This is an optimization exercise on Yosys and OpenROAD, whose aim is small area, not a production implementation.
In this exercise RTL edits were held to simulation tests only and were not proved equivalent to the original.
Power and IR drop assume default switching activity.

==> flow/design.v, too long to show whole: its modules and the start of the top module <==
// module graycntr: 24 lines
// module gray2bin: 13 lines
// module simple_dp_ram: 19 lines
// module sync_signle_bit: 42 lines
// module sync_reset: 16 lines
// module async_rd_ctrl: 46 lines
// module async_wr_ctrl: 53 lines
// module async_fifo: 64 lines
// module rst_cntrl: 50 lines
// module rifl_axis_async_fifo: 47 lines
// module rifl_sync_fifo: 128 lines
// module rifl_axis_sync_fifo: 66 lines
// module scrambler: 21 lines
// module rifl_scramble_cntrl: 139 lines
// module rifl_encode: 31 lines
// module tx_controller: 170 lines
// module rifl_shiftreg: 33 lines
// module tx_dwidth_conv: 34 lines
// module vcode_gen: 79 lines
// module rifl_tx: 102 lines
// module rx_aligner: 86 lines
// module rx_aligner_mux: 29 lines
// module rx_up_detector: 25 lines
// module rx_align_detector: 92 lines
// module vcode_val: 137 lines
// module rx_controller: 50 lines
// module rx_cdc: 50 lines
// module remote_fc_detector: 63 lines
// module rx_dwidth_conv: 132 lines
// module rifl_rx: 184 lines
// module tx_spatial_cb: 41 lines
// module rx_spatial_cb: 36 lines
// module rifl_core: 160 lines
// module rifl_rst_gen: 26 lines
// module tx_axis_conv: 76 lines
// module rx_axis_conv: 114 lines
// module rifl_link: 163 lines
module rifl_link #
(
    parameter int GT_WIDTH = 64,
    parameter int USER_WIDTH = 64,
    parameter int FRAME_WIDTH = 64,
    parameter int FRAME_ID_WIDTH = 6,
    parameter int FRAME_FREQ = 161
)
(
    input logic clk,
    input logic rst,
    input logic [GT_WIDTH-1:0] gt_rx_data,
    output logic [GT_WIDTH-1:0] gt_tx_data,
    input logic [USER_WIDTH-1:0] s_axis_tdata,
    input logic [USER_WIDTH/8-1:0] s_axis_tkeep,
    input logic s_axis_tlast,
    input logic s_axis_tvalid,
    output logic s_axis_tready,
    output logic [USER_WIDTH-1:0] m_axis_tdata,
    output logic [USER_WIDTH/8-1:0] m_axis_tkeep,
    output logic m_axis_tlast,
    output logic m_axis_tvalid,
    input logic m_axis_tready,
    input logic compensate,
    output logic tx_state_init,
    output logic tx_state_send_pause,
    output logic tx_state_pause,
    output logic tx_state_send_retrans,
    output logic tx_state_retrans,
    output logic tx_state_normal,
    output logic rx_up,
    output logic rx_aligned,
    output logic rx_error,
    output logic rx_pause_request,
    output logic rx_retrans_request,
    output logic local_fc,
    output logic remote_fc
);
  // ...
==> flow/run.sh <==
#!/bin/bash
# synth_recipe.tcl (not shown) runs the flow's synth.tcl, then flattens the netlist and writes it again
# the make line also repeats each setting of config.mk as NAME=value (left out here)
make -C /OpenROAD-flow-scripts/flow DESIGN_CONFIG=/design/flow/config.mk WORK_HOME=/design/flow/orfs CLKGATE_MAP_FILE= SYNTH_SCRIPT=/design/flow/synth_recipe.tcl finish
==> flow/config.mk <==
export PLATFORM = sky130hd
export DESIGN_NAME = rifl_link
export DESIGN_NICKNAME = rifl_link
export VERILOG_FILES = /design/flow/design.v
export SDC_FILE = /design/flow/constraint.sdc
export NUM_CORES = 8
export LEC_CHECK = 0
export CAP_MARGIN = 20
export CORE_MARGIN = 2
export CORE_UTILIZATION = 45
export SLEW_MARGIN = 20
export SYNTH_MEMORY_MAX_BITS = 16384
==> flow/constraint.sdc <==
create_clock -name core_clock -period 8.0 [get_ports {clk}]
set_input_delay 1.6000 -clock core_clock [delete_from_list [all_inputs] [get_ports {clk}]]
set_output_delay 1.6000 -clock core_clock [all_outputs]
set_load 0.01 [all_outputs]
==> notes.md, run 1 <==
The number of clock sinks seen by CTS came out at ~14000. The worst-margin pin slew is between 1 and 1.5 ns. The design received a total of 15100 well taps at floorplan.

The maximum fanout along the worst path is 13. The fraction of final cell area spent on non-clock buffers in this run is 0.0177. The worst slew slack as a fraction of its limit came out at 0.0983. The power share of the sequential group came out at 0.385. The wire length on met2 came out at approximately 570000 um. The total area of multi-input combinational cells came out at approximately 0.10 mm2. The share of total power consumed by net switching came out at 0.291. Summed over all layers, the routed wires come to about 1200000 um. The number of global-route vias before repair came to approximately 230k. Setup violations remaining at the end of the flow were counted as 0.

The placement row count came out at 391. The signed area change from the synthesized netlist to the final layout came out at 14.3%. After detailed placement, the design holds a cell count of between 30000 and 40000. The number of diodes added for antenna fixing is 39. The slowest cell on the critical path is sky130_fd_sc_hd__xnor3_1. The top power group is sequential cells. The design internal power is about 150 mW. In the global route stage, met1 resource usage came out at 0.314. The leakage power total came out at around 190 nW. The final number of hold-violating endpoints came out at 0. In this run, power in flip-flops and latches comes to around 80 mW. The proportion of cell area occupied by multi-input gates is 0.176. The global-route wire length before repair came out at around 1700000 um. Signal routing reaches up to met5. The number of vias per cell after detailed routing came out at slightly below 6.

After layout, the buffer instance count without clock buffers stands at 962. The flow ran to the end and the layout has no timing, DRC or antenna violations.
==> module rifl_scramble_cntrl, before the edit <==
module rifl_scramble_cntrl #
(
    parameter int FRAME_WIDTH = 256,
    parameter int DWIDTH = 64,
    parameter int CRC_WIDTH = 12,
    parameter bit DIRECTION = 1'b0,
    parameter int N1 = 13,
    parameter int N2 = 33
)
(
    input logic clk,
    input logic rst,
    input logic sof,
    input logic [DWIDTH-1:0] data_in,
    output logic sof_out,
    output logic [DWIDTH-1:0] data_out
);
    localparam PIP_CYCLES = FRAME_WIDTH/DWIDTH;
    localparam CNT_WIDTH = PIP_CYCLES > 1 ? $clog2(PIP_CYCLES) : 1;
    logic [N2-1:0] scrambler_in;
    logic [N2-1:0] scrambler_out_head, scrambler_out_tail, scrambler_out_body;
    logic [DWIDTH-3-CRC_WIDTH:0] data_out_head_narrow;
    logic [DWIDTH-3:0] data_out_head;
    logic [DWIDTH-CRC_WIDTH-1:0] data_out_tail;
    logic [DWIDTH-1:0] data_out_body;
    logic [CNT_WIDTH-1:0] cnt;
    always_ff @(posedge clk) begin
        sof_out <= sof;
    end
    if (PIP_CYCLES != 1) begin
        always_ff @(posedge clk) begin
            if (sof)
                cnt <= 'b1;
            else if (cnt != 'b0)
                cnt <= cnt + 1'b1;
        end
    end
    else
        assign cnt = 1'b0;
    if (PIP_CYCLES == 1) begin
        always_ff @(posedge clk) begin
            if (rst)
                scrambler_in <= {N2{1'b0}};
            else
                scrambler_in <= scrambler_out_head;
        end
        always_ff @(posedge clk) begin
            data_out <= {data_in[DWIDTH-1:DWIDTH-2],data_out_head_narrow,{CRC_WIDTH{1'b0}}};
        end
    end
    else if (PIP_CYCLES == 2) begin
        always_ff @(posedge clk) begin
            if (rst)
                scrambler_in <= {N2{1'b0}};
            else if (cnt == 'b0)
                scrambler_in <= scrambler_out_head;
            else
                scrambler_in <= scrambler_out_tail;
        end
        always_ff @(posedge clk) begin
            if (cnt == 'b0)
                data_out <= {data_in[DWIDTH-1:DWIDTH-2],data_out_head};
            else
                data_out <= {data_out_tail,{CRC_WIDTH{1'b0}}};
        end
    end
    else begin
        always_ff @(posedge clk) begin
            if (rst)
                scrambler_in <= {N2{1'b0}};
            else if (cnt == 'b0)
                scrambler_in <= scrambler_out_head;
            else if (cnt == PIP_CYCLES-1)
                scrambler_in <= scrambler_out_tail;
            else
                scrambler_in <= scrambler_out_body;
        end
        always_ff @(posedge clk) begin
            if (cnt == 'b0)
                data_out <= {data_in[DWIDTH-1:DWIDTH-2],data_out_head};
            else if (cnt == PIP_CYCLES-1)
                data_out <= {data_out_tail,{CRC_WIDTH{1'b0}}};
            else
                data_out <= data_out_body;
        end
    end
    if (PIP_CYCLES == 1) begin
        scrambler #(
            .DWIDTH(DWIDTH-2-CRC_WIDTH),
            .DIRECTION(DIRECTION),
            .N1(N1),
            .N2(N2)
        ) u_scrambler_head (
            .*,
            .data_in       (data_in[DWIDTH-3:CRC_WIDTH]),
            .data_out      (data_out_head_narrow),
            .scrambler_out (scrambler_out_head)
        );
    end
    else begin
        scrambler #(
            .DWIDTH(DWIDTH-2),
            .DIRECTION(DIRECTION),
            .N1(N1),
            .N2(N2)
        ) u_scrambler_head (
            .*,
            .data_in       (data_in[DWIDTH-3:0]),
            .data_out      (data_out_head),
            .scrambler_out (scrambler_out_head)
        );
    end
    if (PIP_CYCLES >= 2) begin
        scrambler #(
            .DWIDTH(DWIDTH-CRC_WIDTH),
            .DIRECTION(DIRECTION),
            .N1(N1),
            .N2(N2)
        ) u_scrambler_tail (
            .*,
            .data_in       (data_in[DWIDTH-1:CRC_WIDTH]),
            .data_out      (data_out_tail),
            .scrambler_out (scrambler_out_tail)
        );
    end
    if (PIP_CYCLES > 2) begin
        scrambler #(
            .DWIDTH(DWIDTH),
            .DIRECTION(DIRECTION),
            .N1(N1),
            .N2(N2)
        ) u_scrambler_body (
            .*,
            .data_in       (data_in),
            .data_out      (data_out_body),
            .scrambler_out (scrambler_out_body)
        );
    end
endmodule
==> module rx_up_detector, before the edit <==
module rx_up_detector (
	input logic rst,
	input logic clk,
	input logic rx_aligned,
	output logic rx_up
);
	logic [20:0] rx_up_counter;
		always_ff @(posedge clk) begin
			if (rst) begin
				rx_up_counter <= 21'd0;
				rx_up <= 1'b0;
			end
			else begin
				rx_up <= rx_up_counter[12];
				if (~rx_aligned) begin
					if (rx_up_counter != 0)
						rx_up_counter <= rx_up_counter - 21'd1;
					else
						rx_up_counter <= 21'd0;
				end
				else if (~rx_up_counter[12])
					rx_up_counter <= rx_up_counter + 21'd1;
			end
		end
endmodule
==> run 2: changes to the inputs <==
--- a/flow/design.v
+++ b/flow/design.v
@@ -1,62 +1,4 @@
 `timescale 1ns/1ps
-module graycntr #
-(
-    parameter int SIZE = 4
-)
-(
-    input logic rst,
-    input logic clk,
-    input logic inc,
-    output logic [SIZE-1:0] gray
-);
-    logic [SIZE-1:0] bin;
-    logic [SIZE-1:0] bin_reg;
-    always_ff @(posedge clk) begin
-        if (rst) begin
-            bin_reg <= {SIZE{1'b0}};
-            gray <= {SIZE{1'b0}};
-        end
-        else begin
-            bin_reg <= bin;
-            gray <= (bin>>1) ^ bin;
-        end
-    end
-    assign bin = bin_reg + inc;
-endmodule
-module gray2bin #
-(
-    parameter int SIZE = 4
-)
-(
-    input logic [SIZE-1:0] gray,
-    output logic [SIZE-1:0] bin
-);
-    genvar i;
-    for (i=0; i<SIZE; i=i+1) begin
-        assign bin[i] = ^(gray>>i);
-    end
-endmodule
-`timescale 1ns/1ps
-module simple_dp_ram #
-(
-    parameter int DWIDTH = 64,
-    parameter int DEPTH = 16
-)
-(
-    input logic wr_clk,
-    input logic [DWIDTH-1:0] wr_data,
-    input logic [$clog2(DEPTH)-1:0] wr_addr,
-    input logic wr_en,
-    input logic [$clog2(DEPTH)-1:0] rd_addr,
-    output logic [DWIDTH-1:0] rd_data
-);
-    logic [DWIDTH-1:0] mem_int[DEPTH-1:0];
-    always_ff @(posedge wr_clk) begin
-        if (wr_en) mem_int[wr_addr] <= wr_data;
-    end
-    assign rd_data = mem_int[rd_addr];
-endmodule
-`timescale 1ns/1ps
 module sync_signle_bit #
 (
     parameter int SIZE = 1,
@@ -117,275 +59,10 @@
 	assign rst_out = rst_meta[N_STAGE-1];
 endmodule
 `timescale 1ns/1ps
-module async_rd_ctrl #
-(
-    parameter int DEPTH = 4
-)
-(
-    input logic rst,
-    input logic rd_clk,
-    input logic rd_en,
-    input logic [$clog2(DEPTH):0] wr_ptr_rsync,
-    output logic [$clog2(DEPTH)-1:0] rd_addr,
-    output logic [$clog2(DEPTH):0] rd_ptr,
-    output logic rd_empty,
-	output logic [$clog2(DEPTH):0] fifo_cnt_rd_synced
-);
-    localparam AWIDTH = $clog2(DEPTH);
-    logic [AWIDTH:0] rd_ptr_bin;
-    logic [AWIDTH:0] wr_ptr_rsync_bin;
-    graycntr #(
-        .SIZE (AWIDTH+1)
-    ) u_graycntr (
-    	.rst  (rst),
-        .clk  (rd_clk),
-        .inc  (rd_en&~rd_empty),
-        .gray (rd_ptr)
-    );
-    gray2bin #(
-        .SIZE (AWIDTH+1)
-    ) u_gray2bin1 (
-    	.gray (wr_ptr_rsync),
-        .bin  (wr_ptr_rsync_bin)
-    );
-    gray2bin #(
-        .SIZE (AWIDTH+1)
-    ) u_gray2bin2 (
-    	.gray (rd_ptr),
-        .bin  (rd_ptr_bin)
-    );
-	always_ff @(posedge rd_clk) begin
-		if (rst)
-			fifo_cnt_rd_synced <= {($clog2(DEPTH)+1){1'b0}};
-		else
-			fifo_cnt_rd_synced <= wr_ptr_rsync_bin - rd_ptr_bin;
-	end
-    assign rd_empty = rd_ptr_bin == wr_ptr_rsync_bin;
-    assign rd_addr = rd_ptr_bin[AWIDTH-1:0];
-endmodule
-`timescale 1ns/1ps
-module async_wr_ctrl #
-(
-    parameter int DEPTH = 4
-)
-(
-    input logic rst,
-    input logic wr_clk,
-    input logic wr_en,
-    input logic [$clog2(DEPTH):0] rd_ptr_wsync,
-    output logic [$clog2(DEPTH)-1:0] wr_addr,
-    output logic [$clog2(DEPTH):0] wr_ptr,
-    output logic wr_full,
-	output logic [$clog2(DEPTH):0] fifo_cnt_wr_synced
-);
-    localparam AWIDTH = $clog2(DEPTH);
-    logic [AWIDTH:0] wr_ptr_bin;
-    logic [AWIDTH:0] rd_ptr_wsync_bin;
-    graycntr #(
-        .SIZE (AWIDTH+1)
-    ) u_graycntr (
-    	.rst  (rst),
-        .clk  (wr_clk),
-        .inc  (wr_en&~wr_full),
-        .gray (wr_ptr)
-    );
-    gray2bin #(
-        .SIZE (AWIDTH+1)
-    ) u_gray2bin1 (
-    	.gray (rd_ptr_wsync),
-        .bin  (rd_ptr_wsync_bin)
-    );
-    gray2bin #(
-        .SIZE (AWIDTH+1)
-    ) u_gray2bin2 (
-    	.gray (wr_ptr),
-        .bin  (wr_ptr_bin)
-    );
-	always_ff @(posedge wr_clk) begin
-		if (rst)
-			fifo_cnt_wr_synced <= {($clog2(DEPTH)+1){1'b0}};
-		else
-			fifo_cnt_wr_synced <= wr_ptr_bin - rd_ptr_wsync_bin;
-	end
-    always_ff @(posedge wr_clk) begin
-        if (rst) begin
-            wr_full <= 1'b0;
-        end
-        else begin
-            wr_full <= (wr_ptr_bin+(wr_en&~wr_full)) == {~rd_ptr_wsync_bin[AWIDTH],rd_ptr_wsync_bin[AWIDTH-1:0]};
-        end
-    end
-    assign wr_addr = wr_ptr_bin[AWIDTH-1:0];
-endmodule
-`timescale 1ns/1ps
-module async_fifo #
-(
-    parameter int DWIDTH = 64,
-    parameter int DEPTH = 16
-)
-(
-    input logic rst,
-    input logic wr_rst,
-    input logic rd_rst,
-    input logic wr_clk,
-    input logic rd_clk,
-    input logic wr_en,
-    input logic rd_en,
-    input logic [DWIDTH-1:0] wr_data,
-    output logic wr_full,
-    output logic [DWIDTH-1:0] rd_data,
-    output logic rd_empty,
-	output logic [$clog2(DEPTH):0] fifo_cnt_wr_synced,
-	output logic [$clog2(DEPTH):0] fifo_cnt_rd_synced
-);
-    logic [$clog2(DEPTH)-1:0] wr_addr, rd_addr;
-    logic [$clog2(DEPTH):0] wr_ptr, rd_ptr, wr_ptr_rsync, rd_ptr_wsync;
-    sync_signle_bit #(
-        .SIZE      ($clog2(DEPTH)+1),
-        .N_STAGE   (2),
-        .INPUT_REG (0)
-    ) u_sync_signle_bit1 (
-    	.clk_in  (wr_clk),
-        .clk_out (rd_clk),
-        .rst     (rst),
-        .din     (wr_ptr),
-        .dout    (wr_ptr_rsync)
-    );
-    sync_signle_bit #(
-        .SIZE      ($clog2(DEPTH)+1),
-        .N_STAGE   (2),
-        .INPUT_REG (0)
-    ) u_sync_signle_bit2 (
-    	.clk_in  (rd_clk),
-        .clk_out (wr_clk),
-        .rst     (rst),
-        .din     (rd_ptr),
-        .dout    (rd_ptr_wsync)
-    );
-    simple_dp_ram #(
-        .DWIDTH (DWIDTH),
-        .DEPTH  (DEPTH)
-    ) u_simple_dp_ram (
-        .*,
-        .wr_en(wr_en&~wr_full)
-    );
-    async_rd_ctrl #(
-        .DEPTH  (DEPTH)
-    ) u_async_rd_ctrl (
-        .*,
-        .rst(rd_rst)
-    );
-    async_wr_ctrl #(
-        .DEPTH  (DEPTH)
-    ) u_async_wr_ctrl(
-        .*,
-        .rst(wr_rst)
-    );
-endmodule
-`timescale 1ns/1ps
-module rst_cntrl (
-    input logic rst,
-    input logic wr_clk,
-    input logic rd_clk,
-    output logic wr_rst,
-    output logic rd_rst
-);
-    logic wr_rst_request, rd_rst_request;
-    logic wr_rst_rd_synced, rd_rst_wr_synced;
-    sync_reset # (
-        .N_STAGE(4)
-    ) u_sync_reset_wr (
-    	.clk        (wr_clk),
-        .rst_in     (rst),
-        .rst_out    (wr_rst_request)
-    );
-    sync_reset # (
-        .N_STAGE(4)
-    ) u_sync_reset_rd (
-    	.clk        (rd_clk),
-        .rst_in     (rst),
-        .rst_out    (rd_rst_request)
-    );
-    sync_reset # (
-        .N_STAGE(6)
-    ) u_sync_reset_rd2wr (
-    	.clk        (wr_clk),
-        .rst_in     (rd_rst),
-        .rst_out    (rd_rst_wr_synced)
-    );
-    sync_reset # (
-        .N_STAGE(6)
-    ) u_sync_reset_wr2rd (
-    	.clk        (rd_clk),
-        .rst_in     (wr_rst),
-        .rst_out    (wr_rst_rd_synced)
-    );
-    always_ff @(posedge wr_clk) begin
-        if (wr_rst_request)
-            wr_rst <= 1'b1;
-        else if (rd_rst_wr_synced)
-            wr_rst <= 1'b0;
-    end
-    always_ff @(posedge rd_clk) begin
-        if (rd_rst_request)
-            rd_rst <= 1'b1;
-        else if (wr_rst_rd_synced)
-            rd_rst <= 1'b0;
-    end
-endmodule
-`timescale 1ns/1ps
-module rifl_axis_async_fifo #
-(
-    parameter int DWIDTH = 32,
-    parameter int DEPTH = 16
-)
-(
-    input logic rst,
-    input logic s_axis_aclk,
-    input logic m_axis_aclk,
-    input logic [DWIDTH-1:0] s_axis_tdata,
-    input logic s_axis_tvalid,
-    output logic s_axis_tready,
-    output logic [DWIDTH-1:0] m_axis_tdata,
-    output logic m_axis_tvalid,
-    input logic m_axis_tready
-);
-    logic wr_rst, rd_rst;
-    logic wr_clk, rd_clk;
-    logic [DWIDTH-1:0] wr_data_int, rd_data_int;
-    logic wr_en_int, rd_en_int;
-    logic wr_full_int, rd_empty_int;
-    logic [DWIDTH-1:0] rd_data_async;
-    logic wr_full_async, rd_empty_async;
-    assign wr_clk = s_axis_aclk;
-    assign rd_clk = m_axis_aclk;
-    assign wr_data_int = s_axis_tdata;
-    assign wr_en_int = s_axis_tvalid;
-    assign s_axis_tready = ~wr_full_int & ~wr_rst;
-    assign m_axis_tdata = rd_data_int;
-    assign m_axis_tvalid = ~rd_empty_int & ~rd_rst;
-    assign rd_en_int = m_axis_tready;
-    async_fifo #(
-        .DWIDTH (DWIDTH),
-        .DEPTH  (DEPTH)
-    ) u_async_fifo (
-        .*,
-        .wr_en    (wr_en_int),
-        .rd_en    (rd_en_int),
-        .wr_data  (wr_data_int),
-        .wr_full  (wr_full_int),
-        .rd_data  (rd_data_int),
-        .rd_empty (rd_empty_int),
-        .fifo_cnt_wr_synced(),
-        .fifo_cnt_rd_synced()
-    );
-    rst_cntrl u_rst_cntrl(.*);
-endmodule
-`timescale 1ns/1ps
 module rifl_sync_fifo #
 (
-    parameter int DWIDTH = 32,
-    parameter int DEPTH = 512
+    parameter int DWIDTH = 50,
+    parameter int NSLOT = 144
 )
 (
     input logic clk,
@@ -394,188 +71,76 @@
     input logic wr_en,
     input logic rd_en,
     output logic [DWIDTH-1:0] rd_data,
-    output logic wr_full,
     output logic rd_empty,
-    output logic [$clog2(DEPTH):0] fifo_cnt
+    output logic [7:0] fifo_cnt
 );
-    localparam int LUT_DEPTH = DEPTH < 16 ? DEPTH : 16;
-    localparam int BRAM_DEPTH = 1 << $clog2(DEPTH-LUT_DEPTH);
-    localparam RAM_STYLE = BRAM_DEPTH > 32 ? "block" : "distributed";
-    logic [DWIDTH-1:0] fifo_lutram[LUT_DEPTH-1:0];
-    logic [$clog2(LUT_DEPTH)-1:0] lutram_rd_addr;
-    logic [$clog2(LUT_DEPTH)-1:0] lutram_wr_addr;
-    logic [$clog2(LUT_DEPTH):0] lutram_rd_ptr;
-    logic [$clog2(LUT_DEPTH):0] lutram_wr_ptr;
-    logic [DWIDTH-1:0] data_from_fifo;
-    logic lutram_empty;
-    logic lutram_full;
-    logic input_to_output;
-    logic input_to_lutram;
-    logic [$clog2(LUT_DEPTH):0] lutram_cnt;
-    if (DEPTH > 16) begin
-        (* ram_style = RAM_STYLE *) logic [DWIDTH-1:0] fifo_bram[BRAM_DEPTH-1:0];
-        logic [$clog2(BRAM_DEPTH)-1:0] bram_rd_addr;
-        logic [$clog2(BRAM_DEPTH)-1:0] bram_wr_addr;
-        logic [$clog2(BRAM_DEPTH):0] bram_rd_ptr;
-        logic [$clog2(BRAM_DEPTH):0] bram_wr_ptr;
-        logic [DWIDTH-1:0] bram_reg_1, bram_reg_2;
-        logic bram_valid_1, bram_valid_2;
-        logic bram_to_lutram, bram_to_lutram_1, bram_to_lutram_2;
-        logic input_to_bram;
-        logic bram_full;
-        logic bram_empty;
-        logic [$clog2(BRAM_DEPTH):0] bram_cnt;
-        always_ff @(posedge clk) begin
-            bram_reg_1 <= fifo_bram[bram_rd_addr];
-            bram_reg_2 <= bram_reg_1;
-        end
-        always_ff @(posedge clk) begin
-            if (rst) begin
-                lutram_rd_ptr <= {{$clog2(LUT_DEPTH)+1}{1'b0}};
-                lutram_wr_ptr <= {{$clog2(LUT_DEPTH)+1}{1'b0}};
-                bram_rd_ptr <= {{$clog2(BRAM_DEPTH)+1}{1'b0}};
-                bram_wr_ptr <= {{$clog2(BRAM_DEPTH)+1}{1'b0}};
-                bram_valid_1 <= 1'b0;
-                bram_valid_2 <= 1'b0;
-                bram_to_lutram <= 1'b0;
-                bram_to_lutram_1 <= 1'b0;
-                bram_to_lutram_2 <= 1'b0;
-                fifo_cnt <= {($clog2(DEPTH)+1){1'b0}};
-            end
-            else begin
-                fifo_cnt <= bram_cnt+lutram_cnt;
-                if (~bram_full & input_to_bram) begin
-                    fifo_bram[bram_wr_addr] <= wr_data;
-                    bram_wr_ptr <= bram_wr_ptr + 1'b1;
-                end
-                if (input_to_lutram)
-                    fifo_lutram[lutram_wr_addr] <= wr_data;
-                else if (bram_to_lutram_2 & bram_valid_2)
-                    fifo_lutram[lutram_wr_addr] <= bram_reg_2;
-                if (input_to_lutram | (bram_to_lutram_2 & bram_valid_2))
-                    lutram_wr_ptr <= lutram_wr_ptr + 1'b1;
-                if (bram_rd_ptr != bram_wr_ptr && bram_to_lutram)
-                    bram_rd_ptr <= bram_rd_ptr + 1'b1;
-                bram_valid_1 <= bram_rd_ptr != bram_wr_ptr;
-                bram_valid_2 <= bram_valid_1;
-                bram_to_lutram_1 <= bram_to_lutram;
-                bram_to_lutram_2 <= bram_to_lutram_1;
-                if (lutram_wr_ptr-lutram_rd_ptr <= 5'd8)
-                    bram_to_lutram <= 1'b1;
-                else
-                    bram_to_lutram <= 1'b0;
-                if (rd_en && lutram_rd_ptr != lutram_wr_ptr)
-                    lutram_rd_ptr <= lutram_rd_ptr + 1'b1;
-            end
-        end
-        assign wr_full = bram_full;
-        assign bram_full = bram_rd_ptr == {~bram_wr_ptr[$clog2(BRAM_DEPTH)], bram_wr_addr};
-        assign bram_empty = bram_rd_ptr == bram_wr_ptr && ~bram_valid_1 && ~bram_valid_2;
-        assign bram_wr_addr = bram_wr_ptr[$clog2(BRAM_DEPTH)-1:0];
-        assign bram_rd_addr = bram_rd_ptr[$clog2(BRAM_DEPTH)-1:0];
-        assign input_to_output = lutram_empty & bram_empty & rd_en;
-        assign input_to_bram = wr_en && (~bram_empty || lutram_full);
-        assign input_to_lutram = (~lutram_empty | ~rd_en) & bram_empty & wr_en & ~lutram_full;
-        assign bram_cnt = bram_wr_ptr-bram_rd_ptr;
-        assign rd_data = (lutram_empty & bram_empty) ? wr_data : data_from_fifo;
-        assign rd_empty = lutram_empty & (~wr_en | ~bram_empty);
-    end
-    else begin
-        always_ff @(posedge clk) begin
-            if (rst) begin
-                lutram_rd_ptr <= {($clog2(LUT_DEPTH)+1){1'b0}};
-                lutram_wr_ptr <= {($clog2(LUT_DEPTH)+1){1'b0}};
-                fifo_cnt <= {($clog2(DEPTH)+1){1'b0}};
-            end
-            else begin
-                fifo_cnt <= lutram_cnt;
-                if (input_to_lutram) begin
-                    fifo_lutram[lutram_wr_addr] <= wr_data;
-                    lutram_wr_ptr <= lutram_wr_ptr + 1'b1;
-                end
-                if (rd_en && lutram_rd_ptr != lutram_wr_ptr)
-                    lutram_rd_ptr <= lutram_rd_ptr + 1'b1;
-            end
-        end
-        assign wr_full = lutram_full;
-        assign input_to_output = lutram_empty & rd_en;
-        assign input_to_lutram = ~input_to_output & wr_en & ~lutram_full;
-        assign rd_data = lutram_empty ? wr_data : data_from_fifo;
-        assign rd_empty = lutram_empty & ~wr_en;
-    end
-    assign lutram_wr_addr = lutram_wr_ptr[$clog2(LUT_DEPTH)-1:0];
-    assign lutram_rd_addr = lutram_rd_ptr[$clog2(LUT_DEPTH)-1:0];
-    assign lutram_full = lutram_rd_ptr == {~lutram_wr_ptr[$clog2(LUT_DEPTH)],lutram_wr_addr};
+    localparam int AW = $clog2(NSLOT);
+    logic [4:0] lutram_rd_ptr, lutram_wr_ptr;
+    logic [7:0] bram_rd_ptr, bram_wr_ptr;
+    logic bram_valid_1, bram_valid_2;
+    logic bram_to_lutram, bram_to_lutram_1, bram_to_lutram_2;
+    logic lutram_empty, lutram_full, bram_empty, bram_full;
+    logic input_to_bram, input_to_lutram, store;
+    logic [4:0] lutram_cnt;
+    logic [7:0] bram_cnt;
+    logic [AW:0] last;       
+    logic [NSLOT-1:0][DWIDTH-1:0] mem;
+    logic [DWIDTH-1:0] head_data;
     assign lutram_empty = lutram_rd_ptr == lutram_wr_ptr;
-    assign data_from_fifo = fifo_lutram[lutram_rd_addr];
+    assign lutram_full = lutram_rd_ptr == {~lutram_wr_ptr[4], lutram_wr_ptr[3:0]};
+    assign bram_full = bram_rd_ptr == {~bram_wr_ptr[7], bram_wr_ptr[6:0]};
+    assign bram_empty = bram_rd_ptr == bram_wr_ptr && ~bram_valid_1 && ~bram_valid_2;
+    assign input_to_bram = wr_en && (~bram_empty || lutram_full);
+    assign input_to_lutram = (~lutram_empty | ~rd_en) & bram_empty & wr_en & ~lutram_full;
+    assign store = input_to_lutram | (input_to_bram & ~bram_full);
     assign lutram_cnt = lutram_wr_ptr - lutram_rd_ptr;
-endmodule
-`timescale 1ns/1ps
-module rifl_axis_sync_fifo #
-(
-    parameter int DWIDTH = 32,
-    parameter int DEPTH = 1,
-    parameter bit OUTPUT_REG = 0
-)
-(
-    input logic rst,
-    input logic clk,
-    input logic [DWIDTH-1:0] s_axis_tdata,
-    input logic [DWIDTH/8-1:0] s_axis_tkeep,
-    input logic s_axis_tlast,
-    input logic s_axis_tvalid,
-    output logic s_axis_tready,
-    output logic [DWIDTH-1:0] m_axis_tdata,
-    output logic [DWIDTH/8-1:0] m_axis_tkeep,
-    output logic m_axis_tlast,
-    output logic m_axis_tvalid,
-    input logic m_axis_tready,
-	output logic [$clog2(DEPTH):0] fifo_cnt
-);
-    logic [DWIDTH*9/8:0] wr_data_int, rd_data_int;
-    logic wr_en_int, rd_en_int;
-    logic wr_full_int, rd_empty_int;
-    rifl_sync_fifo #(
-        .DWIDTH   (DWIDTH*9/8+1),
-        .DEPTH    (DEPTH)
-    ) u_sync_fifo (
-    	.clk      (clk),
-        .rst      (rst),
-        .wr_data  (wr_data_int),
-        .wr_en    (wr_en_int),
-        .rd_en    (rd_en_int),
-        .rd_data  (rd_data_int),
-        .wr_full  (wr_full_int),
-        .rd_empty (rd_empty_int),
-		.fifo_cnt (fifo_cnt)
-    );
-    if (OUTPUT_REG) begin
-        always_ff @(posedge clk) begin
-            if (rst) begin
-                m_axis_tdata <= {DWIDTH{1'b0}};
-                m_axis_tkeep <= {DWIDTH/8{1'b0}};
-                m_axis_tlast <= 1'b0;
-                m_axis_tvalid <= 1'b0;
-            end
-            else if (rd_en_int) begin
-                m_axis_tdata <= rd_data_int[DWIDTH-1:0];
-                m_axis_tkeep <= rd_data_int[DWIDTH*9/8-1-:DWIDTH/8];
-                m_axis_tlast <= rd_data_int[DWIDTH*9/8];
-                m_axis_tvalid <= ~rd_empty_int;            
-            end
+    assign bram_cnt = bram_wr_ptr - bram_rd_ptr;
+    always_ff @(posedge clk) begin
+        if (rst) begin
+            lutram_rd_ptr <= 5'd0;
+            lutram_wr_ptr <= 5'd0;
+            bram_rd_ptr <= 8'd0;
+            bram_wr_ptr <= 8'd0;
+            bram_valid_1 <= 1'b0;
+            bram_valid_2 <= 1'b0;
+            bram_to_lutram <= 1'b0;
+            bram_to_lutram_1 <= 1'b0;
+            bram_to_lutram_2 <= 1'b0;
+            fifo_cnt <= 8'd0;
+            last <= {(AW+1){1'b1}};
+        end
+        else begin
+            fifo_cnt <= bram_cnt + lutram_cnt;
+            if (~bram_full & input_to_bram)
+                bram_wr_ptr <= bram_wr_ptr + 1'b1;
+            if (input_to_lutram | (bram_to_lutram_2 & bram_valid_2))
+                lutram_wr_ptr <= lutram_wr_ptr + 1'b1;
+            if (bram_rd_ptr != bram_wr_ptr && bram_to_lutram)
+                bram_rd_ptr <= bram_rd_ptr + 1'b1;
+            bram_valid_1 <= bram_rd_ptr != bram_wr_ptr;
+            bram_valid_2 <= bram_valid_1;
+            bram_to_lutram_1 <= bram_to_lutram;
+            bram_to_lutram_2 <= bram_to_lutram_1;
+            bram_to_lutram <= lutram_cnt <= 5'd8;
+            if (rd_en && ~lutram_empty)
+                lutram_rd_ptr <= lutram_rd_ptr + 1'b1;
+            if (store & ~(rd_en & ~lutram_empty))
+                last <= last + 1'b1;
+            else if (~store & (rd_en & ~lutram_empty))
+                last <= last - 1'b1;
         end
-        assign rd_en_int = m_axis_tready | ~m_axis_tvalid;
     end
-    else begin
-        assign m_axis_tdata = rd_data_int[DWIDTH-1:0];
-        assign m_axis_tkeep = rd_data_int[DWIDTH*9/8-1-:DWIDTH/8];
-        assign m_axis_tlast = rd_data_int[DWIDTH*9/8];
-        assign m_axis_tvalid = ~rd_empty_int;
-        assign rd_en_int = m_axis_tready;        
-    end
-    assign wr_data_int = {s_axis_tlast,s_axis_tkeep,s_axis_tdata};
-    assign wr_en_int = s_axis_tvalid;
-    assign s_axis_tready = ~wr_full_int;
+    always_ff @(posedge clk) begin
+        if (store)
+            mem <= {mem[NSLOT-2:0], wr_data};
+    end
+    always_comb begin
+        head_data = {DWIDTH{1'b0}};
+        for (int i = 0; i < NSLOT; i++)
+            head_data = head_data | (mem[i] & {DWIDTH{last == i}});
+    end
+    assign rd_data = (lutram_empty & bram_empty) ? wr_data : head_data;
+    assign rd_empty = lutram_empty & (~wr_en | ~bram_empty);
 endmodule
 module scrambler # (
     parameter int DWIDTH = 64,
@@ -639,14 +204,18 @@
         assign cnt = 1'b0;
     if (PIP_CYCLES == 1) begin
         always_ff @(posedge clk) begin
-            if (rst)
-                scrambler_in <= {N2{1'b0}};
-            else
-                scrambler_in <= scrambler_out_head;
-        end
-        always_ff @(posedge clk) begin
             data_out <= {data_in[DWIDTH-1:DWIDTH-2],data_out_head_narrow,{CRC_WIDTH{1'b0}}};
         end
+        if (DIRECTION == 1'b0) begin
+            logic rst_q;
+            always_ff @(posedge clk)
+                rst_q <= rst;
+            assign scrambler_in = rst_q ? {N2{1'b0}} : data_out[CRC_WIDTH+N2-1:CRC_WIDTH];
+        end
+        else begin
+            always_ff @(posedge clk)
+                scrambler_in <= scrambler_out_head;
+        end
     end
     else if (PIP_CYCLES == 2) begin
         always_ff @(posedge clk) begin
@@ -816,6 +385,7 @@
     logic [FRAME_ID_WIDTH:0] resume_counter;
     logic local_fc_on;
     logic [PAYLOAD_WIDTH+3:0] rifl_tx_data_reg;
+    logic [PAYLOAD_WIDTH+1:0] sr_head;
     rifl_shiftreg #(
         .PAYLOAD_WIDTH  (PAYLOAD_WIDTH),
         .FRAME_ID_WIDTH (FRAME_ID_WIDTH)
@@ -824,7 +394,8 @@
         .enable         (retrans_data_in_vld),
         .data_in        (retrans_data_in),
         .data_out       (retrans_data_out),
-        .shiftreg_ready (shiftreg_ready)
+        .shiftreg_ready (shiftreg_ready),
+        .head           (sr_head)
     );
     always_comb begin
         if (~shiftreg_ready)
@@ -892,48 +463,36 @@
         else if (state == NORMAL && ~resume_counter[FRAME_ID_WIDTH])
             resume_counter <= resume_counter + 1'b1;
     end
+    localparam bit [1:0] C_PAUSE = 2'd0;
+    localparam bit [1:0] C_IDLE = 2'd1;
+    localparam bit [1:0] C_RETRANS = 2'd2;
+    logic tx_is_data;
+    logic [1:0] tx_code;
+    logic [15:0] tx_key;
     always_ff @(posedge clk) begin
         if (rst) begin
-            rifl_tx_data_reg <= PAUSE_CODE;
+            tx_is_data <= 1'b0;
+            tx_code <= C_PAUSE;
             local_fc_on <= 1'b0;
         end
         else begin
-            if (state == INIT)
-                rifl_tx_data_reg <= PAUSE_CODE;
-            else if (state == SEND_PAUSE)
-                rifl_tx_data_reg <= PAUSE_CODE;
-            else if (state == PAUSE)
-                rifl_tx_data_reg <= IDLE_CODE;
-            else if (state == RETRANS) begin
-                if (retrans_counter[FRAME_ID_WIDTH+1])
-                    rifl_tx_data_reg <= rx_error ? RETRANS_CODE : IDLE_CODE;
-                else if (~retrans_counter[0])
-                    rifl_tx_data_reg <= {2'b01,retrans_data_out};
-                else
-                    rifl_tx_data_reg <= rx_error ? RETRANS_CODE : IDLE_CODE;
-            end
-            else if (state == SEND_RESTRANS)
-                rifl_tx_data_reg <= RETRANS_CODE;
-            else if (state == NORMAL) begin
-                if (compensate)
-                    rifl_tx_data_reg <= IDLE_CODE;
-                else if (~local_fc_on & local_fc) begin
-                    rifl_tx_data_reg <= FC_ON_CODE;
+            tx_is_data <= retrans_data_in_vld;
+            if (state == INIT || state == SEND_PAUSE)
+                tx_code <= C_PAUSE;
+            else if (state == RETRANS || state == SEND_RESTRANS)
+                tx_code <= rx_error ? C_RETRANS : C_IDLE;
+            else
+                tx_code <= C_IDLE;
+            if (state == NORMAL && ~compensate) begin
+                if (~local_fc_on & local_fc)
                     local_fc_on <= 1'b1;
-                end
-                else if (local_fc_on & ~local_fc) begin
-                    rifl_tx_data_reg <= FC_OFF_CODE;
+                else if (local_fc_on & ~local_fc)
                     local_fc_on <= 1'b0;
-                end
-                else if (remote_fc | ~resume_counter[FRAME_ID_WIDTH])
-                    rifl_tx_data_reg <= IDLE_CODE;
-                else
-                    rifl_tx_data_reg <= {2'b01,rifl_tx_payload};
             end
-            else
-                rifl_tx_data_reg <= IDLE_CODE;
         end
     end
+    assign tx_key = tx_code == C_PAUSE ? PAUSE_KEY : tx_code == C_RETRANS ? RETRANS_KEY : IDLE_KEY;
+    assign rifl_tx_data_reg = tx_is_data ? {2'b01, sr_head} : {2'b10, tx_key, {(PAYLOAD_WIDTH-14){1'b0}}};
     assign rifl_tx_data = {rifl_tx_data_reg,{CRC_WIDTH{1'b0}}};
     assign rifl_tx_ready = state == NORMAL && 
                             ~(local_fc ^ local_fc_on) &&
@@ -950,7 +509,8 @@
     input logic enable,
     input logic [PAYLOAD_WIDTH+1:0] data_in,
     output logic [PAYLOAD_WIDTH+1:0] data_out,
-    output logic shiftreg_ready
+    output logic shiftreg_ready,
+    output logic [PAYLOAD_WIDTH+1:0] head
 );
     localparam int DEPTH = 1 << FRAME_ID_WIDTH;
     logic [FRAME_ID_WIDTH:0] rdy_cnt;
@@ -971,6 +531,7 @@
                 shiftreg[i+1] <= shiftreg[i];
     end
     assign data_out = shiftreg[DEPTH-1];
+    assign head = shiftreg[0];
     assign shiftreg_ready = rdy_cnt[FRAME_ID_WIDTH];
 endmodule
 `timescale 1ns / 1ps
@@ -1211,37 +772,31 @@
 	localparam DWIDTH_IN1 = 2*DWIDTH-1; 
 	localparam DWIDTH_OUT1 = 2*DWIDTH-N_INPUT1;
 	localparam N_INPUT2 = 1 << ($clog2(DWIDTH) - $clog2(DWIDTH)/2);
-	logic [DWIDTH-2:0] rxdata_unaligned_reg;
-	logic [DWIDTH_IN1-1:0] rxdata_combined;
-	logic [DWIDTH_OUT1-1:0] p1_out;
+	logic [DWIDTH-1:0] rx_data_d1;
+	logic [DWIDTH-2:0] rx_data_d2;
+	logic [DWIDTH-1:0] aligned_pre;
 	logic p1_slide;
 	logic p2_slide;
-	logic [$clog2(N_INPUT1)-1:0] p1_selector;
-	logic [$clog2(N_INPUT2)-1:0] p2_selector;
-	rx_aligner_mux #(
-		.N_INPUT    (N_INPUT1),
-		.DWIDTH_IN  (DWIDTH_IN1),
-		.DWIDTH_OUT (DWIDTH_OUT1)
-	) phase1_selector (
-		.rst      (rst),
-		.clk      (clk),
-		.data_in  (rxdata_combined),
-		.slide_in (p1_slide),
-		.data_out (p1_out),
-		.selector_out (p1_selector)
-	);
-	rx_aligner_mux #(
-		.N_INPUT    (N_INPUT2),
-		.DWIDTH_IN  (DWIDTH_OUT1),
-		.DWIDTH_OUT (DWIDTH)
-	) phase2_selector (
-		.rst      (rst),
-		.clk      (clk),
-		.data_in  (p1_out),
-		.slide_in (p2_slide),
-		.data_out (rxdata_aligned_out),
-		.selector_out (p2_selector)
-	);
+	logic [2:0] p1_selector, p2_selector, p2_selector_next;
+	logic [5:0] shift;
+	always_ff @(posedge clk) begin
+		rx_data_d1 <= rxdata_unaligned_in;
+		rx_data_d2 <= rx_data_d1[DWIDTH-1:1];
+	end
+	always_ff @(posedge clk) begin
+		if (rst)
+			p1_selector <= 3'd0;
+		else if (p1_slide)
+			p1_selector <= p1_selector + 1'b1;
+	end
+	assign p2_selector_next = rst ? 3'd0 : p2_selector + p2_slide;
+	always_ff @(posedge clk)
+		p2_selector <= p2_selector_next;
+	assign shift = {p2_selector_next, p1_selector};
+	always_ff @(posedge clk) begin
+		aligned_pre <= {rx_data_d1, rx_data_d2} >> (DWIDTH-1-shift);
+		rxdata_aligned_out <= aligned_pre;
+	end
 	rx_align_detector #(
 		.N_FRAME_CYCLE (N_FRAME_CYCLE),
 		.DWIDTH     (DWIDTH),
@@ -1264,48 +819,6 @@
 		.rx_aligned (rx_aligned ),
 		.rx_up      (rx_up      )
 	);
-	genvar i;
-	if (LITTLE_ENDIAN) begin
-		always_ff @(posedge clk) begin
-			rxdata_unaligned_reg <= rxdata_unaligned_in[DWIDTH-1:1];
-			rxdata_combined <= {rxdata_unaligned_in,rxdata_unaligned_reg};
-		end
-	end
-	else begin
-		always_ff @(posedge clk) begin
-			rxdata_unaligned_reg <= rxdata_unaligned_in[DWIDTH-2:0];
-			rxdata_combined <= {rxdata_unaligned_reg,rxdata_unaligned_in};
-		end
-	end
-endmodule
-module rx_aligner_mux #
-(
-    parameter int N_INPUT = 8,
-    parameter int DWIDTH_IN = 127,
-    parameter int DWIDTH_OUT= 120
-)
-(
-	input logic rst,
-	input logic clk,
-	input logic [DWIDTH_IN-1:0] data_in,
-	input logic slide_in,
-	output logic [DWIDTH_OUT-1:0] data_out,
-	output logic [$clog2(N_INPUT)-1:0] selector_out
-);
-	localparam N_STRIDE = (DWIDTH_IN - DWIDTH_OUT)/(N_INPUT-1);
-	logic [$clog2(N_INPUT)-1:0] selector;
-	logic [DWIDTH_IN-1:0] data_tmp_w;
-	always_ff @(posedge clk) begin
-		if (rst)
-			selector <= {$clog2(N_INPUT){1'b0}};
-		else if (slide_in)
-			selector <= selector + 1'b1;
-	end
-	always_ff @(posedge clk) begin
-		data_out <= data_tmp_w[DWIDTH_IN-1:DWIDTH_IN-DWIDTH_OUT];
-	end
-	assign data_tmp_w = data_in << N_STRIDE*selector;
-	assign selector_out = selector;
 endmodule
 module rx_up_detector (
 	input logic rst,
@@ -1313,22 +826,20 @@
 	input logic rx_aligned,
 	output logic rx_up
 );
-	logic [20:0] rx_up_counter;
+		logic [12:0] rx_up_counter;
 		always_ff @(posedge clk) begin
 			if (rst) begin
-				rx_up_counter <= 21'd0;
+				rx_up_counter <= 13'd0;
 				rx_up <= 1'b0;
 			end
 			else begin
 				rx_up <= rx_up_counter[12];
 				if (~rx_aligned) begin
 					if (rx_up_counter != 0)
-						rx_up_counter <= rx_up_counter - 21'd1;
-					else
-						rx_up_counter <= 21'd0;
+						rx_up_counter <= rx_up_counter - 13'd1;
 				end
 				else if (~rx_up_counter[12])
-					rx_up_counter <= rx_up_counter + 21'd1;
+					rx_up_counter <= rx_up_counter + 13'd1;
 			end
 		end
 endmodule
@@ -1664,201 +1175,33 @@
     );    
 endmodule
 `timescale 1ns / 1ps
-module remote_fc_detector # 
-(
-   parameter int DWIDTH = 64,
-   parameter int FRAME_WIDTH = 256,
-   parameter int CRC_WIDTH = 12
-)
+module remote_fc_detector
 (
-    input logic tx_gt_clk,
-    input logic tx_frame_clk,
+    input logic clk,
     input logic rst,
-    input logic [DWIDTH-1:0] din,
-    input logic data_sof,
-    input logic crc_good,
+    input logic [49:0] din,
     input logic din_valid,
     output logic remote_fc
 );
     localparam bit [7:0] FC_ON_KEY = 8'h01;
     localparam bit [7:0] FC_OFF_KEY = 8'h02;
-    if (DWIDTH == FRAME_WIDTH) begin
-        logic [1:0] rifl_rx_meta;
-        always_ff @(posedge tx_gt_clk) begin
-            if (rst)
-                remote_fc <= 1'b0;
-            else if (din_valid && rifl_rx_meta == 2'b00 && crc_good && din[CRC_WIDTH+7-:8] == FC_ON_KEY)
-                remote_fc <= 1'b1;
-            else if (din_valid && rifl_rx_meta == 2'b00 && crc_good && din[CRC_WIDTH+7-:8] == FC_OFF_KEY)
-                remote_fc <= 1'b0;
-        end
-        assign rifl_rx_meta = din[DWIDTH-3-:2];
-    end
-    else begin
-        localparam int RATIO = FRAME_WIDTH / DWIDTH;
-        localparam bit [$clog2(RATIO)-1:0] EOF_CNT = RATIO-1;
-        logic [1:0] rifl_rx_meta;
-        logic remote_fc_int;
-        logic [$clog2(RATIO)-1:0] cnt;
-        always_ff @(posedge tx_gt_clk) begin
-            if (din_valid) begin
-                if (data_sof)
-                    cnt <= {{($clog2(RATIO)-1){1'b0}},1'b1};
-                else
-                    cnt <= cnt + 1'b1;
-            end
-        end
-        always_ff @(posedge tx_gt_clk) begin
-            if (rst)
-                remote_fc_int <= 1'b0;
-            else if (din_valid) begin
-                if (data_sof)
-                    rifl_rx_meta <= din[DWIDTH-3-:2];
-                if (cnt == EOF_CNT) begin
-                    if (rifl_rx_meta == 2'b00 && crc_good && din[CRC_WIDTH+7-:8] == FC_ON_KEY)
-                        remote_fc_int <= 1'b1;
-                    else if (rifl_rx_meta == 2'b00 && crc_good && din[CRC_WIDTH+7-:8] == FC_OFF_KEY)
-                        remote_fc_int <= 1'b0;
-                end
-            end
-        end
-        always_ff @(posedge tx_frame_clk) begin
-            remote_fc <= remote_fc_int;
-        end
+    always_ff @(posedge clk) begin
+        if (rst)
+            remote_fc <= 1'b0;
+        else if (din_valid && din[49:48] == 2'b00 && din[7:0] == FC_ON_KEY)
+            remote_fc <= 1'b1;
+        else if (din_valid && din[49:48] == 2'b00 && din[7:0] == FC_OFF_KEY)
+            remote_fc <= 1'b0;
     end
 endmodule
 `timescale 1ns / 1ps
-module rx_dwidth_conv # 
-(
-   parameter int DWIDTH = 64,
-   parameter int FRAME_WIDTH = 256,
-   parameter int PAYLOAD_WIDTH = 240,
-   parameter int CNT_WIDTH = 1
-)
+module rx_dwidth_conv
 (
-    input logic clk,
-    input logic rst,
-    input logic [CNT_WIDTH-1:0] clk_cnt,
-    input logic [DWIDTH-1:0] din,
-    input logic data_sof,
-    input logic crc_good,
+    input logic [49:0] din,
     input logic din_valid,
-    output logic [PAYLOAD_WIDTH-1:0] dwidth_conv_out_tdata,
-    output logic [PAYLOAD_WIDTH/8-1:0] dwidth_conv_out_tkeep,
-    output logic dwidth_conv_out_tlast,
-    output logic dwidth_conv_out_tvalid
-);
-    logic [1:0] rifl_rx_meta;
-    if (DWIDTH == FRAME_WIDTH) begin
-        genvar i;
-        assign dwidth_conv_out_tdata = din[DWIDTH-5-:PAYLOAD_WIDTH];
-        for (i = 0; i < PAYLOAD_WIDTH/8; i++)
-            assign dwidth_conv_out_tkeep[PAYLOAD_WIDTH/8-1-i] = (din[DWIDTH+3-PAYLOAD_WIDTH-:8] > i && |rifl_rx_meta) || rifl_rx_meta[0];
-        assign dwidth_conv_out_tlast = rifl_rx_meta[1];
-        always_comb begin
-            rifl_rx_meta = din[DWIDTH-3-:2];
-            dwidth_conv_out_tvalid = (|rifl_rx_meta) & crc_good & din_valid;
-        end
-    end
-    else begin
-        localparam int RATIO = FRAME_WIDTH / DWIDTH;
-        localparam bit [$clog2(RATIO)-1:0] EOF_CNT = RATIO-1;
-        localparam int DWIDTH_INT = FRAME_WIDTH - DWIDTH;
-        localparam bit [CNT_WIDTH-1:0] SAMPLE_EDGE_IDX = (1 << CNT_WIDTH) - 1;
-        logic [PAYLOAD_WIDTH-1:0] int_tdata;
-        logic [PAYLOAD_WIDTH/8-1:0] int_tkeep;
-        logic int_tlast;
-        logic int_tvalid;
-        logic [$clog2(RATIO)-1:0] cnt;
-        logic [DWIDTH_INT-1:0] int_reg;
-        logic buffer_wr_flag;
-        logic buffer_rd_flag;
-        if (2*DWIDTH == FRAME_WIDTH) begin
-            always_ff @(posedge clk) begin
-                if (din_valid) begin
-                    if (data_sof)
-                        cnt <= 1'b1;
-                    else
-                        cnt <= ~cnt;
-                end
-            end
-            always_ff @(posedge clk) begin
-                if (rst) begin
-                    buffer_wr_flag <= 1'b0;
-                end
-                else if (din_valid) begin
-                    if (data_sof) begin
-                        int_reg <= din;
-                        rifl_rx_meta <= din[DWIDTH-3-:2];
-                    end
-                    if (cnt & ~clk_cnt) begin
-                        int_tdata <= {int_reg[DWIDTH-5:0],din[DWIDTH-1:FRAME_WIDTH-4-PAYLOAD_WIDTH]};
-                        for (int i = 0; i < PAYLOAD_WIDTH/8; i++)
-                            int_tkeep[PAYLOAD_WIDTH/8-1-i] <= rifl_rx_meta[0] || (din[FRAME_WIDTH+3-PAYLOAD_WIDTH-:8] > i && |rifl_rx_meta);
-                        int_tlast <= rifl_rx_meta[1];
-                        int_tvalid <= (|rifl_rx_meta) & crc_good;
-                        buffer_wr_flag <= ~buffer_wr_flag;
-                    end
-                end
-            end
-        end
-        else begin
-            always_ff @(posedge clk) begin
-                if (din_valid) begin
-                    if (data_sof)
-                        cnt <= {{($clog2(RATIO)-1){1'b0}},1'b1};
-                    else
-                        cnt <= cnt + 1'b1;
-                end
-            end
-            always_ff @(posedge clk) begin
-                if (rst) begin
-                    buffer_wr_flag <= 1'b0;
-                end
-                else if (din_valid) begin
-                    if (data_sof) begin
-                        int_reg <= {{(DWIDTH_INT-DWIDTH){1'b0}},din};
-                        rifl_rx_meta <= din[DWIDTH-3-:2];
-                    end
-                    else
-                        int_reg <= {int_reg[DWIDTH_INT-DWIDTH-1:0],din};
-                    if (cnt == EOF_CNT && clk_cnt != SAMPLE_EDGE_IDX) begin
-                        int_tdata <= {int_reg[DWIDTH_INT-5:0],din[DWIDTH-1:FRAME_WIDTH-4-PAYLOAD_WIDTH]};
-                        for (int i = 0; i < PAYLOAD_WIDTH/8; i++)
-                            int_tkeep[PAYLOAD_WIDTH/8-1-i] <= rifl_rx_meta[0] || (din[FRAME_WIDTH+3-PAYLOAD_WIDTH-:8] > i && |rifl_rx_meta);
-                        int_tlast <= rifl_rx_meta[1];
-                        int_tvalid <= (|rifl_rx_meta) && crc_good;
-                        buffer_wr_flag <= ~buffer_wr_flag;
-                    end
-                end
-            end
-        end
-        always_ff @(posedge clk) begin
-            if (rst) begin
-                buffer_rd_flag <= 1'b0;
-                dwidth_conv_out_tvalid <= 1'b0;
-            end
-            else if (clk_cnt == SAMPLE_EDGE_IDX) begin
-                if (buffer_wr_flag ^ buffer_rd_flag) begin
-                    dwidth_conv_out_tdata <= int_tdata;
-                    dwidth_conv_out_tkeep <= int_tkeep;
-                    dwidth_conv_out_tlast <= int_tlast;
-                    dwidth_conv_out_tvalid <= int_tvalid;
-                    buffer_rd_flag <= ~buffer_rd_flag;
-                end
-                else if (cnt == EOF_CNT) begin
-                    dwidth_conv_out_tdata <= {int_reg[DWIDTH_INT-5:0],din[DWIDTH-1:FRAME_WIDTH-4-PAYLOAD_WIDTH]};
-                    for (int i = 0; i < PAYLOAD_WIDTH/8; i++)
-                        dwidth_conv_out_tkeep[PAYLOAD_WIDTH/8-1-i] <= rifl_rx_meta[0] || (din[FRAME_WIDTH+3-PAYLOAD_WIDTH-:8] > i && |rifl_rx_meta);
-                    dwidth_conv_out_tlast <= rifl_rx_meta[1];
-                    dwidth_conv_out_tvalid <= (|rifl_rx_meta) && crc_good && din_valid;
-                end
-                else begin
-                    dwidth_conv_out_tvalid <= 1'b0;
-                end
-            end
-        end        
-    end
+    output logic wr_en
+);
+    assign wr_en = (|din[49:48]) & din_valid;
 endmodule
 `timescale 1ns/1ps
 module rifl_rx # 
@@ -1910,13 +1253,12 @@
     logic crc_good, isdata;
     logic sof_descrambler;
     logic [GT_WIDTH-1:0] descrambled_data;
-    logic [GT_WIDTH+1:0] dwidth_conv_in;
+    logic [PAYLOAD_WIDTH+1:0] dwidth_conv_in;
     logic dwidth_conv_in_vld;
-    logic [PAYLOAD_WIDTH-1:0] dwidth_conv_out_tdata;
-    logic [PAYLOAD_WIDTH/8-1:0] dwidth_conv_out_tkeep;
-    logic dwidth_conv_out_tlast;
-    logic dwidth_conv_out_tvalid;
-    logic [$clog2(BUFFER_DEPTH):0] rxbuffer_cnt;
+    logic buf_wr_en;
+    logic [PAYLOAD_WIDTH+1:0] buf_rd_data;
+    logic buf_rd_empty;
+    logic [7:0] rxbuffer_cnt;
     logic s_ready;
     rx_aligner #(
         .DWIDTH        (GT_WIDTH),
@@ -1970,67 +1312,46 @@
         .pause_req   (pause_req_rx),
         .retrans_req (retrans_req_rx)
     );
-    rifl_axis_async_fifo #(
-        .DWIDTH (GT_WIDTH+2),
-        .DEPTH  (32)
-    ) u_rifl_axis_async_fifo(
-        .rst           (rst),
-        .s_axis_aclk   (rx_gt_clk),
-        .m_axis_aclk   (tx_gt_clk),
-        .s_axis_tdata  ({crc_good,sof_descrambler,descrambled_data}),
-        .s_axis_tvalid (isdata),
-        .s_axis_tready (),
-        .m_axis_tdata  (dwidth_conv_in),
-        .m_axis_tvalid (dwidth_conv_in_vld),
-        .m_axis_tready (1'b1)
-    );
-    remote_fc_detector #(
-        .DWIDTH      (GT_WIDTH),
-        .FRAME_WIDTH (FRAME_WIDTH),
-        .CRC_WIDTH   (CRC_WIDTH)
-    ) u_remote_fc_detector(
-    	.tx_gt_clk    (tx_gt_clk),
-        .tx_frame_clk (tx_frame_clk),
+    logic [2:0] dly_vld;
+    logic [49:0] dly_data [2:0];
+    always_ff @(posedge tx_gt_clk) begin
+        dly_vld <= {dly_vld[1:0], isdata & crc_good};
+        dly_data[0] <= descrambled_data[GT_WIDTH-3:CRC_WIDTH];
+        dly_data[1] <= dly_data[0];
+        dly_data[2] <= dly_data[1];
+    end
+    assign dwidth_conv_in_vld = dly_vld[2];
+    assign dwidth_conv_in = dly_data[2];
+    remote_fc_detector u_remote_fc_detector(
+        .clk          (tx_frame_clk),
         .rst          (tx_frame_rst),
-        .din          (dwidth_conv_in[GT_WIDTH-1:0]),
-        .data_sof     (dwidth_conv_in[GT_WIDTH]),
-        .crc_good     (dwidth_conv_in[GT_WIDTH+1]),
+        .din          (dwidth_conv_in),
         .din_valid    (dwidth_conv_in_vld),
         .remote_fc    (remote_fc)
     );
-    rx_dwidth_conv #(
-        .DWIDTH (GT_WIDTH),
-        .FRAME_WIDTH (FRAME_WIDTH),
-        .PAYLOAD_WIDTH (PAYLOAD_WIDTH),
-        .CNT_WIDTH(CNT_WIDTH)
-    ) u_rx_dwidth_conv(
-        .*,
-        .clk      (tx_gt_clk),
-        .rst      (tx_frame_rst),
-        .din      (dwidth_conv_in[GT_WIDTH-1:0]),
-        .data_sof (dwidth_conv_in[GT_WIDTH]),
-        .crc_good (dwidth_conv_in[GT_WIDTH+1]),
-        .din_valid(dwidth_conv_in_vld)
-    );
-    rifl_axis_sync_fifo #(
-        .DWIDTH (PAYLOAD_WIDTH),
-        .DEPTH  (BUFFER_DEPTH),
-        .OUTPUT_REG (RX_BUFFER_REG)
-    ) u_rifl_axis_sync_fifo(
-    	.rst           (tx_frame_rst),
-        .clk           (tx_frame_clk),
-        .s_axis_tdata  (dwidth_conv_out_tdata),
-        .s_axis_tkeep  (dwidth_conv_out_tkeep),
-        .s_axis_tlast  (dwidth_conv_out_tlast),
-        .s_axis_tvalid (dwidth_conv_out_tvalid),
-        .s_axis_tready (s_ready),
-        .m_axis_tdata  (rx_lane_tdata),
-        .m_axis_tkeep  (rx_lane_tkeep),
-        .m_axis_tlast  (rx_lane_tlast),
-        .m_axis_tvalid (rx_lane_tvalid),
-        .m_axis_tready (rx_lane_tready),
-        .fifo_cnt      (rxbuffer_cnt)
+    rx_dwidth_conv u_rx_dwidth_conv(
+        .din      (dwidth_conv_in),
+        .din_valid(dwidth_conv_in_vld),
+        .wr_en    (buf_wr_en)
     );
+    rifl_sync_fifo #(
+        .DWIDTH (PAYLOAD_WIDTH+2),
+        .NSLOT  (144)
+    ) u_rx_buffer(
+        .clk      (tx_frame_clk),
+        .rst      (tx_frame_rst),
+        .wr_data  (dwidth_conv_in),
+        .wr_en    (buf_wr_en),
+        .rd_en    (rx_lane_tready),
+        .rd_data  (buf_rd_data),
+        .rd_empty (buf_rd_empty),
+        .fifo_cnt (rxbuffer_cnt)
+    );
+    assign rx_lane_tvalid = ~buf_rd_empty;
+    assign rx_lane_tlast = buf_rd_data[PAYLOAD_WIDTH+1];
+    assign rx_lane_tdata = buf_rd_data[PAYLOAD_WIDTH-1:0];
+    for (genvar i = 0; i < PAYLOAD_WIDTH/8; i++)
+        assign rx_lane_tkeep[PAYLOAD_WIDTH/8-1-i] = buf_rd_data[PAYLOAD_WIDTH] || buf_rd_data[7:0] > i;
     rx_cdc u_rx_cdc(.*);
     always_ff @(posedge tx_frame_clk) begin
         if (tx_frame_rst)
@@ -2371,11 +1692,7 @@
         end
     end
     always_ff @(posedge clk) begin
-        if (rst) begin
-            data_tail_reg <= {DWIDTH_OUT{1'b0}};
-            keep_tail_reg <= {DWIDTH_OUT/8{1'b0}};
-        end
-        else if (m_axis_tready && s_axis_tvalid) begin
+        if (m_axis_tready && s_axis_tvalid) begin
             data_tail_reg <= s_axis_tdata[DWIDTH_OUT-1:0];
             keep_tail_reg <= s_axis_tkeep[DWIDTH_OUT/8-1:0];
         end
@@ -2415,31 +1732,24 @@
     logic [DWIDTH_IN-1:0] tdata_reg;
     logic [DWIDTH_IN/8-1:0] tkeep_reg;
     logic tlast_reg;
-    logic tvalid_reg;
     logic [$clog2(N)-1:0] cnt;
     logic buffer_loaded;
     logic pass_through;
     logic buffer_store, buffer_consume;
     always_ff @(posedge clk) begin
-        if (rst) begin
-            tdata_reg <= {DWIDTH_IN{1'b0}};
-            tkeep_reg <= {DWIDTH_IN/8{1'b0}};
-            tlast_reg <= 1'b0;
-            tvalid_reg <= 1'b0;
+        if (s_axis_tready && buffer_store) begin
+            tdata_reg <= s_axis_tdata;
+            tkeep_reg <= s_axis_tkeep;
         end
+    end
+    always_ff @(posedge clk) begin
+        if (rst)
+            tlast_reg <= 1'b0;
         else if (s_axis_tready) begin
-            if (buffer_store) begin
-                tdata_reg <= s_axis_tdata;
-                tkeep_reg <= s_axis_tkeep;
+            if (buffer_store)
                 tlast_reg <= s_axis_tlast && (cnt == M || tlast_reg || s_axis_tkeep[DWIDTH_IN/8-1-cnt*KEEP_UNIT]);
-                tvalid_reg <= 1'b1;
-            end
-            else if (buffer_consume) begin
-                tdata_reg <= {DWIDTH_IN{1'b0}};
-                tkeep_reg <= {DWIDTH_IN/8{1'b0}};
+            else if (buffer_consume)
                 tlast_reg <= 1'b0;
-                tvalid_reg <= 1'b0;
-            end
         end
     end
     always_ff @(posedge clk) begin
@@ -2469,30 +1779,22 @@
     assign data_vector = {tdata_reg,s_axis_tdata};
     assign keep_vector = {tkeep_reg,{(DWIDTH_IN/8){~tlast_reg}}&s_axis_tkeep};
     always_ff @(posedge clk) begin
-        if (rst) begin
-            m_axis_tdata <= {DWIDTH_OUT{1'b0}};
-            m_axis_tkeep <= {(DWIDTH_OUT/8){1'b0}};
-            m_axis_tlast <= 1'b0;
+        if (rst)
             m_axis_tvalid <= 1'b0;
-        end
-        else if (m_axis_tready | ~m_axis_tvalid) begin
+        else if (m_axis_tready | ~m_axis_tvalid)
+            m_axis_tvalid <= pass_through | (buffer_loaded & (tlast_reg | s_axis_tvalid));
+    end
+    always_ff @(posedge clk) begin
+        if (m_axis_tready | ~m_axis_tvalid) begin
             if (pass_through) begin
                 m_axis_tdata <= {s_axis_tdata,{DWIDTH_UNIT{1'b0}}};
                 m_axis_tkeep <= {s_axis_tkeep,{KEEP_UNIT{1'b0}}};
                 m_axis_tlast <= 1'b1;
-                m_axis_tvalid <= 1'b1;
-            end
-            else if (~buffer_loaded) begin
-                m_axis_tdata <= {DWIDTH_OUT{1'b0}};
-                m_axis_tkeep <= {(DWIDTH_OUT/8){1'b0}};
-                m_axis_tlast <= 1'b0;
-                m_axis_tvalid <= 1'b0;
             end
             else begin
                 m_axis_tdata <= data_vector[DWIDTH_IN*2-1-(cnt-1'b1)*DWIDTH_UNIT-:DWIDTH_OUT];
                 m_axis_tkeep <= keep_vector[DWIDTH_IN/4-1-(cnt-1'b1)*KEEP_UNIT-:DWIDTH_OUT/8];
                 m_axis_tlast <= tlast_reg | (s_axis_tlast&~buffer_store);
-                m_axis_tvalid <= tlast_reg | s_axis_tvalid;
             end
         end
     end
--- a/flow/config.mk
+++ b/flow/config.mk
@@ -8,5 +8,7 @@
 export CAP_MARGIN = 20
 export CORE_MARGIN = 2
 export CORE_UTILIZATION = 45
+export CTS_CLUSTER_DIAMETER = 100
+export CTS_CLUSTER_SIZE = 24
 export SLEW_MARGIN = 20
 export SYNTH_MEMORY_MAX_BITS = 16384
==> run 2 against run 1 <==
Now fails the layout checks on antenna rules. Utilization is 1.7 points lower. Power is 27% lower. Sequential share of layout area is 5.9 points higher. Maximum frequency is 3.1% higher. Non-clock buffer count is 117 higher. Count of clock-buffer cells in the layout is 1105 lower. Via count is 5.6% higher. Routed wire length is 25% higher. Synthesized cell count is 4.3% lower. Critical path depth is 1 higher. Global-route usage is 12 points higher.
==> notes.md, run 2 <==
The mean instance size in the synthesized netlist came out at around 19 um2. The design internal power came out at 104 mW (-30%). The global-route wire length before repair is 1980000 um (+13%). The worst-margin pin slew came out at 1.36 ns (+0.0103 ns). The placement row count came out at 346 (-12%). The share of total power dissipated in combinational logic is 0.359. The y dimension of the die came out at 947 um. The number of buffers created by CTS is about 550. The clock tree synthesis step divided the H-tree into 6 levels.

The TritonCTS clock tree is done. The final critical path time including I/O delays and setup came out at roughly 7.3 ns. The checks that failed: antenna rules. The share of total power consumed by net switching came out at 0.321 (+0.0297). The run finished, with violations left.

Clock-pin slew was measured on the worst setup and hold paths at 0.10 ns. The number of clock sinks seen by CTS was 11400 (-18%). Setup repair after global routing left no endpoint under its margin. The detail route stage leaves a number of antenna-violating nets equal to 11. The number of vias per cell after detailed routing came to 7.09 (+22%).

The number of global-route vias before repair is 213000 (-7.8%). The signed area change from the synthesized netlist to the final layout is 10.3%. The maximum fanout along the worst path came to 29 (+16).

The final-report setup violation count is 0 (unchanged). The count of hold-fix buffers inserted at cts came out at 0. The power density normalized to cell area is 346 mW/mm2.

The worst slew slack as a fraction of its limit came to 0.0893 (-0.00903). The final number of hold-violating endpoints came out at 0 (unchanged). The effective utilization at floorplan came out at 0.451. The worst setup path is launched from a flop. In the layout the commonest cells are sky130_fd_sc_hd__edfxtp_1, sky130_fd_sc_hd__a22oi_1, sky130_fd_sc_hd__nand2_1. The power share of the sequential group came out at 0.428 (+0.043). The leakage power total is 133 nW (-29%).

The final wirelength is 1540000 um (+25%). The total of buffers placed on input and output ports is between 200 and 300.
## run 2: critical path, cell delays in order, from the launching register on
cell                        delay [ns]
sky130_fd_sc_hd__dfxtp_2          0.38
sky130_fd_sc_hd__inv_2            0.10
sky130_fd_sc_hd__ha_1             0.58
sky130_fd_sc_hd__or4b_2           1.11
sky130_fd_sc_hd__buf_4            0.39
sky130_fd_sc_hd__nor2_4           0.53
sky130_fd_sc_hd__buf_4            0.67
sky130_fd_sc_hd__a21oi_1          0.17
sky130_fd_sc_hd__nand4_1          0.13
sky130_fd_sc_hd__nor4_1           0.07
sky130_fd_sc_hd__a21oi_1          0.62
sky130_fd_sc_hd__buf_4            0.37
sky130_fd_sc_hd__nand2_1          0.12
sky130_fd_sc_hd__a211oi_1         0.25
sky130_fd_sc_hd__a2bb2oi_1        0.21
sky130_fd_sc_hd__o22ai_1          0.13
sky130_fd_sc_hd__mux2_2           0.30
sky130_fd_sc_hd__o21ai_0          0.17
sky130_fd_sc_hd__nand3_1          0.14
sky130_fd_sc_hd__inv_2            0.20
sky130_fd_sc_hd__buf_12           0.24
## run 2: final cells by class
| type | count | area, um2 | area share |
|---|---|---|---|
| clock inverter | 84 | 1470 | 0.00334 |
| tap | 11800 | 14800 | 0.0335 |
| antenna | 634 | 1590 | 0.00359 |
| inverter | 80 | 307 | 0.000694 |
| multi-input combinational | 8996 | 65100 | 0.147 |
| timing repair buffer | 1079 | 10900 | 0.0247 |
| clock buffer | 747 | 14700 | 0.0332 |
| sequential | 11400 | 333000 | 0.754 |
## run 2: routing by layer
| layer | global-route usage | share of wire |
|---|---|---|
| met1 | 0.439 | 0.35 |
| met2 | 0.440 | 0.40 |
| met3 | 0.152 | 0.18 |
| met4 | 0.187 | 0.069 |
| met5 | 0.00175 | 0.00056 |
## run 2: per-stage QoR
| step | std cells | power (mW) | hold WS [ns] | util |
|---|---|---|---|---|
| 2_1_floorplan | 21500 | 120 | 0.310 | - |
| 3_3_place_gp | 33300 | 122 | 0.310 | 0.478 |
| 3_5_place_dp | 33400 | 122 | 0.312 | 0.478 |
| 4_1_cts | 34200 | 153 | 0.292 | 0.496 |
| 5_1_grt | 34200 | 155 | 0.301 | 0.496 |
| 6_report | 34800 | 153 | 0.286 | 0.498 |
## run 2: worst paths after layout
kind,startpoint,endpoint,cells after the start
worst min-delay path,u_rifl_core.genblk1[0].u_rifl_rx.dly_data[1][10]$_DFF_P_,u_rifl_core.genblk1[0].u_rifl_rx.dly_data[2][10]$_DFF_P_,0
worst min register to register,u_rifl_core.genblk1[0].u_rifl_rx.dly_data[1][10]$_DFF_P_,u_rifl_core.genblk1[0].u_rifl_rx.dly_data[2][10]$_DFF_P_,0
worst max register to register,flop,u_rx_axis_conv.tkeep_reg[5]$_DFFE_PP_,20
worst max-delay path,flop,u_rx_axis_conv.tkeep_reg[5]$_DFFE_PP_,20
## run 2: power by group through the flow
stage                     registers, mW  clock network (mW)  logic (mW)
after floorplan                    66.5                   0        53.9
after global routing               65.5                34.5        55.3
final                              65.5                32.5        54.9
after detailed placement           66.8                   0        54.8
after global placement             66.8                   0        55.5
after CTS                          65.5                32.7        54.9
